Source: an optimization exercise on an open RTL-to-GDS flow (aim: small area). Production flows keep margins and buffers that such runs may drop. The RTL was checked by simulation tests, not by an equivalence proof against the original design.

## v26
## vga_top
module vga_top(
    input clk,
    input rst,
    input btnU, btnD, btnL, btnR,
    output [3:0] vgaRed, vgaGreen, vgaBlue,
    output Hsync, Vsync,
    output [6:0] seg,
    output [3:0] an
    );
    wire [10:0] Hindex;
    wire [9:0] Vindex;
    wire pixel;
    VGA_800x600at60HZ vga_inst(.clk(clk), .rst(rst), .Hsync(Hsync), .Vsync(Vsync),
        .HorizontalCounter(Hindex), .VerticalCounter(Vindex));
    image_logic image_inst(.clk(clk), .rst(rst), .Hindex(Hindex), .Vindex(Vindex),
        .btnU(btnU), .btnD(btnD), .btnL(btnL), .btnR(btnR),
        .pixel(pixel), .seg(seg), .an(an));
    assign vgaRed = {4{pixel}};
    assign vgaGreen = {4{pixel}};
    assign vgaBlue = {4{pixel}};
endmodule
==> module image_logic, before the edit <==
module image_logic(
    input clk,
    input rst,
    input [10:0] Hindex,
    input [9:0] Vindex,
    input btnU, btnD, btnR, btnL,
    output pixel,
    output [6:0] seg,
    output [3:0] an
    );
    function ge12(input [11:0] a, input [11:0] b);
        integer i;
        reg g;
        begin
            g = 1'b1;
            for (i = 0; i < 12; i = i + 1)
                g = (a[i] & ~b[i]) | (~(a[i] ^ b[i]) & g);
            ge12 = g;
        end
    endfunction
    function [12:0] sub12(input [11:0] a, input [11:0] b);
        integer i;
        reg br;
        begin
            br = 1'b0;
            for (i = 0; i < 12; i = i + 1) begin
                sub12[i] = a[i] ^ b[i] ^ br;
                br = (~a[i] & b[i]) | (~(a[i] ^ b[i]) & br);
            end
            sub12[12] = br;
        end
    endfunction
    function [11:0] step12(input [11:0] a, input up, input c1, input c2);
        integer i;
        reg c;
        begin
            step12[0] = a[0] ^ c1;
            c = c2 | (c1 & (a[0] ~^ up));
            for (i = 1; i < 12; i = i + 1) begin
                step12[i] = a[i] ^ c;
                c = c & (a[i] ~^ up);
            end
        end
    endfunction
    reg [9:0] dsr;
    wire dfb = dsr[9] ^ dsr[6] ^ (dsr[8:0] == 9'd0);
    always@(posedge clk)begin
        if(rst) dsr <= 10'd0;
        else dsr <= {dsr[8:0], dfb};
    end
    wire tick = (dsr == 10'b0010000100);
    reg [9:0] counter;
    wire [11:0] counter_inc = step12({2'b0, counter}, 1'b1, tick, 1'b0);
    always@(posedge clk)begin
        if(rst) counter <= 10'd0;
        else counter <= counter_inc[9:0];
    end
    reg [9:0] lpad, rpad;
    wire lpad_move = tick & (btnU ? (lpad != 10'd0) : (btnL & ~ge12({2'b0, lpad}, 12'd551)));
    wire rpad_move = tick & (btnR ? (rpad != 10'd0) : (btnD & ~ge12({2'b0, rpad}, 12'd551)));
    wire [11:0] lpad_next = step12({2'b0, lpad}, ~btnU, lpad_move, 1'b0);
    wire [11:0] rpad_next = step12({2'b0, rpad}, ~btnR, rpad_move, 1'b0);
    always@(posedge clk)begin
        if(rst)begin
            lpad <= 10'd10;
            rpad <= 10'd10;
        end else begin
            lpad <= lpad_next[9:0];
            rpad <= rpad_next[9:0];
        end
    end
    reg [11:0] ball_hi, ball_vi;
    reg dir_r, dir_d, pend;
    reg [3:0] score_left, score_right;
    wire lwin = ge12({1'b0, Hindex}, 12'd10) & ~ge12({1'b0, Hindex}, 12'd21);
    wire rwin = ge12({1'b0, Hindex}, 12'd730) & ~ge12({1'b0, Hindex}, 12'd740);
    wire pwin = lwin | rwin;
    wire psel = pwin ? Hindex[9] : Hindex[0];
    wire [9:0] pv = psel ? rpad : lpad;
    wire [9:0] xv = pwin ? Vindex : ball_vi[9:0];
    wire [12:0] pd = sub12({2'b0, xv}, {2'b0, pv});
    wire pin = ~pd[12] & ~ge12({2'b0, pd[9:0]}, 12'd51);
    reg lrow, rrow;
    always@(posedge clk)begin
        if(~pwin)begin
            if(Hindex[0]) rrow <= pin & (ball_vi[11:10] == 2'b00);
            else          lrow <= pin & (ball_vi[11:10] == 2'b00);
        end
    end
    wire lhit = ~ge12(ball_hi, 12'd21) & lrow;
    wire rhit = ge12(ball_hi, 12'd730) & rrow;
    wire top_hit = ball_vi == 12'd0;
    wire bottom_hit = ge12(ball_vi, 12'd595) & ~ge12(ball_vi, 12'd4091);
    wire left_hit = ball_hi == 12'd0;
    wire right_hit = ball_hi == 12'd800;
    wire play = tick & ~pend;
    wire xhit = lhit | rhit;
    wire x1 = play & ~xhit;
    wire x2 = play & ((lhit & dir_r) | (rhit & ~dir_r));
    wire yb = ~xhit & (top_hit | bottom_hit);
    wire y1 = play & ~yb;
    wire y2 = play & ~xhit & ((top_hit & dir_d) | (~top_hit & bottom_hit & ~dir_d));
    wire [11:0] bx_next = step12(ball_hi, dir_r, x1, x2);
    wire [11:0] by_next = step12(ball_vi, dir_d, y1, y2);
    wire score = ~xhit & ~top_hit & ~bottom_hit & (left_hit | right_hit);
    wire [11:0] sr_next = step12({8'd0, score_right}, 1'b1, play & score & left_hit, 1'b0);
    wire [11:0] sl_next = step12({8'd0, score_left}, 1'b1, play & score & ~left_hit, 1'b0);
    always@(posedge clk)begin
        if(rst)begin
            ball_hi <= 12'd400;
            ball_vi <= 12'd300;
            dir_r <= 1'b0;
            dir_d <= 1'b0;
            pend <= 1'b0;
            score_left <= 4'd0;
            score_right <= 4'd0;
        end else begin
            if(tick & pend)begin
                ball_hi <= 12'd400;
                ball_vi <= 12'd300;
            end else begin
                ball_hi <= bx_next;
                ball_vi <= by_next;
            end
            if(play)begin
                if(lhit) dir_r <= 1'b1;
                else if(rhit) dir_r <= 1'b0;
                else if(score) dir_r <= left_hit;
                if(~xhit)begin
                    if(top_hit) dir_d <= 1'b1;
                    else if(bottom_hit) dir_d <= 1'b0;
                end
            end
            if(tick) pend <= ~pend & score;
            score_right <= sr_next[3:0];
            score_left <= sl_next[3:0];
        end
    end
    reg [3:0] sw;
    reg upd;
    wire cwin = (counter[9:8] == 2'b01);
    always@(posedge clk)begin
        if(rst)begin
            sw <= 4'd0;
            upd <= 1'b0;
        end else if(tick & cwin)begin
            upd <= 1'b1;
            if(counter[1:0] == 2'd0) sw <= score_right;
            if(counter[1:0] == 2'd3) sw <= score_left;
        end
    end
    wire an_mid = cwin & (counter[1:0] != 2'd0);
    assign an = {~(upd & an_mid), 1'b1, ~(upd & ~an_mid), 1'b1};
    wire [15:0] dec = 16'd1 << sw;
    assign seg[0] = |(dec & 16'h3812);
    assign seg[1] = |(dec & 16'hd860);
    assign seg[2] = |(dec & 16'hd004);
    assign seg[3] = |(dec & 16'h8492);
    assign seg[4] = |(dec & 16'h02ba);
    assign seg[5] = |(dec & 16'h308e);
    assign seg[6] = |(dec & 16'h0083);
    wire [12:0] hb = sub12({1'b0, Hindex}, {1'b0, ball_hi[10:0]});
    wire [12:0] vb = sub12({2'b0, Vindex}, {2'b0, ball_vi[9:0]});
    wire ball_h = ~ball_hi[11] & ~hb[12] & (hb[10:3] == 8'd0) & ~(hb[2] & (hb[1] | hb[0]));
    wire ball_v = (ball_vi[11:10] == 2'b00) & ~vb[12] & (vb[9:3] == 7'd0) & ~(vb[2] & (vb[1] | vb[0]));
    assign pixel = (ball_h & ball_v) | (pwin & pin);
endmodule
Settings: LEC_CHECK=0, CAP_MARGIN=20, CORE_MARGIN=2, CORE_UTILIZATION=40, SLEW_MARGIN=20; clock period 25.0 ns.
standard.sh (not shown) runs the stock make flow with config.mk's settings and CLKGATE_MAP_FILE= SYNTH_SCRIPT=/design/flow/synth_recipe.tcl, a recipe that flattens the netlist after the stock synthesis.
==> flow/flow/run.sh <==
#!/bin/bash
# Standard synthesis, then an area-oriented re-mapping of the combinational
# logic (registers untouched), then the standard layout steps.
set -euo pipefail
W=$PWD
F=$W/flow
R=$W/orfs/results/$FLOW_PLATFORM/vga_top/base
export LIB=$FLOW_HOME/platforms/$FLOW_PLATFORM/lib/sky130_fd_sc_hd__tt_025C_1v80.lib

bash standard.sh synth > $W/log_synth.txt 2>&1

cp $R/1_2_yosys.v $W/netlist_std.v
export NET_IN=$W/netlist_std.v NET_OUT=$W/netlist_reopt.v STAT_OUT=$W/stat_reopt.txt
export ABC_SCRIPT=$F/reopt.abc
export DONT_USE="$(grep -oE 'sky130_fd_sc_hd__(lpflow_[a-z0-9_]+|probe_p_8|probec_p_8)' $LIB | sort -u | tr '\n' ' ')"
export FF_CELLS="$(grep -oE '^\s*sky130_fd_sc_hd__[a-z0-9_]+' $NET_IN | sort -u | grep -E '__(e?df|sdf|dl)' | tr -d ' ' | tr '\n' ' ')"
if timeout 900 yosys -c $F/reopt.tcl > $W/log_reopt.txt 2>&1 && [ -s $W/netlist_reopt.v ]; then
  cp $W/netlist_reopt.v $R/1_2_yosys.v
  rm -f $R/1_synth.odb $R/1_synth.sdc
  bash standard.sh synth > $W/log_synth2.txt 2>&1
else
  echo "re-mapping failed; keeping the standard netlist" >> $W/log_reopt.txt
fi

# Smallest buffer on each port; a clock tree of smaller buffers without dummy loads.
export BUFFER_PORTS_ARGS="-buffer_cell sky130_fd_sc_hd__buf_1"
export CTS_ARGS="-sink_clustering_enable -repair_clock_nets -dont_use_dummy_load -buf_list sky130_fd_sc_hd__clkbuf_8 -root_buf sky130_fd_sc_hd__clkbuf_8"
bash standard.sh > $W/log_layout.txt 2>&1
==> flow/flow/reopt.abc <==
strash
&get -n
&deepsyn -T 40
&put
dch -f
amap
topo
==> flow/flow/reopt.tcl <==
# Re-map the combinational logic of the standard synthesis netlist for area.
# Registers stay as they are: same instances, names and cell types.
yosys read_liberty -ignore_miss_func $::env(LIB)
yosys read_verilog $::env(NET_IN)
yosys hierarchy -top $::env(FLOW_TOP)
set ffs $::env(FF_CELLS)
puts "registers kept: $ffs"
yosys setattr -mod -set keep_hierarchy 1 {*}$ffs
yosys flatten
yosys opt_clean
set du {}
foreach c $::env(DONT_USE) { lappend du -dont_use $c }
yosys abc -liberty $::env(LIB) {*}$du -script $::env(ABC_SCRIPT)
yosys opt_clean -purge
yosys hilomap -singleton -hicell sky130_fd_sc_hd__conb_1 HI -locell sky130_fd_sc_hd__conb_1 LO
yosys insbuf -buf sky130_fd_sc_hd__buf_1 A X
yosys select $::env(FLOW_TOP)
yosys tee -o $::env(STAT_OUT) stat -liberty $::env(LIB)
yosys write_verilog -noattr -nohex -nodec -selected $::env(NET_OUT)
--- input diff v26..v34 ---
-- flow/design.v --
<<< v26, line 102
    end
    reg [9:0] lpad, rpad;
    wire lpad_move = tick & (btnU ? (lpad != 10'd0) : (btnL & ~ge12({2'b0, lpad}, 12'd551)));
    wire rpad_move = tick & (btnR ? (rpad != 10'd0) : (btnD & ~ge12({2'b0, rpad}, 12'd551)));
    wire [11:0] lpad_next = step12({2'b0, lpad}, ~btnU, lpad_move, 1'b0);
    wire [11:0] rpad_next = step12({2'b0, rpad}, ~btnR, rpad_move, 1'b0);
>>> v34, line 102
    end
    reg [9:0] lpad, rpad;
    wire lpad_move = tick & (btnU ? (lpad != 10'd0) : (btnL & (lpad != 10'd551)));
    wire rpad_move = tick & (btnR ? (rpad != 10'd0) : (btnD & (rpad != 10'd551)));
    wire [11:0] lpad_next = step12({2'b0, lpad}, ~btnU, lpad_move, 1'b0);
    wire [11:0] rpad_next = step12({2'b0, rpad}, ~btnR, rpad_move, 1'b0);
[summary]
For v34 and v26, there was not a single run that failed to finish clean.
Number of cells on the critical path: v34 vs v26 up 2
[v34] fraction of the cycle the final worst path needs rose 1.4 points relative to v26
Compared with v26, in v34 average wire per cell in the routed design picked up an extra 0.11 um, post-synthesis cell area fell by 18 sq um, wire length shows a reduction of 0.58%.

==> what the ideal ports hide <==
Ports are ideal in the flow. The routed layouts listed here were re-timed in OpenROAD. Step 1 sets driving cells, clkbuf_16 on the clock port and buf_2 on the other inputs (assumed; they add their load-dependent delay and slew). Step 2 also shifts input and output timing later by t, the mid clock arrival at the registers, as if the neighbouring blocks saw the same clock. Slacks: ideal / step 1 / step 2; pairs: ideal / step 1.
run	t, ns	setup slack, ns	clock arrival spread, ns
v26	0.414	14.872 / 14.836 / 15.250	0.034 / 0.034
v34	0.411	14.512 / 14.476 / 14.887	0.028 / 0.028
After both steps every run listed still meets setup and hold.
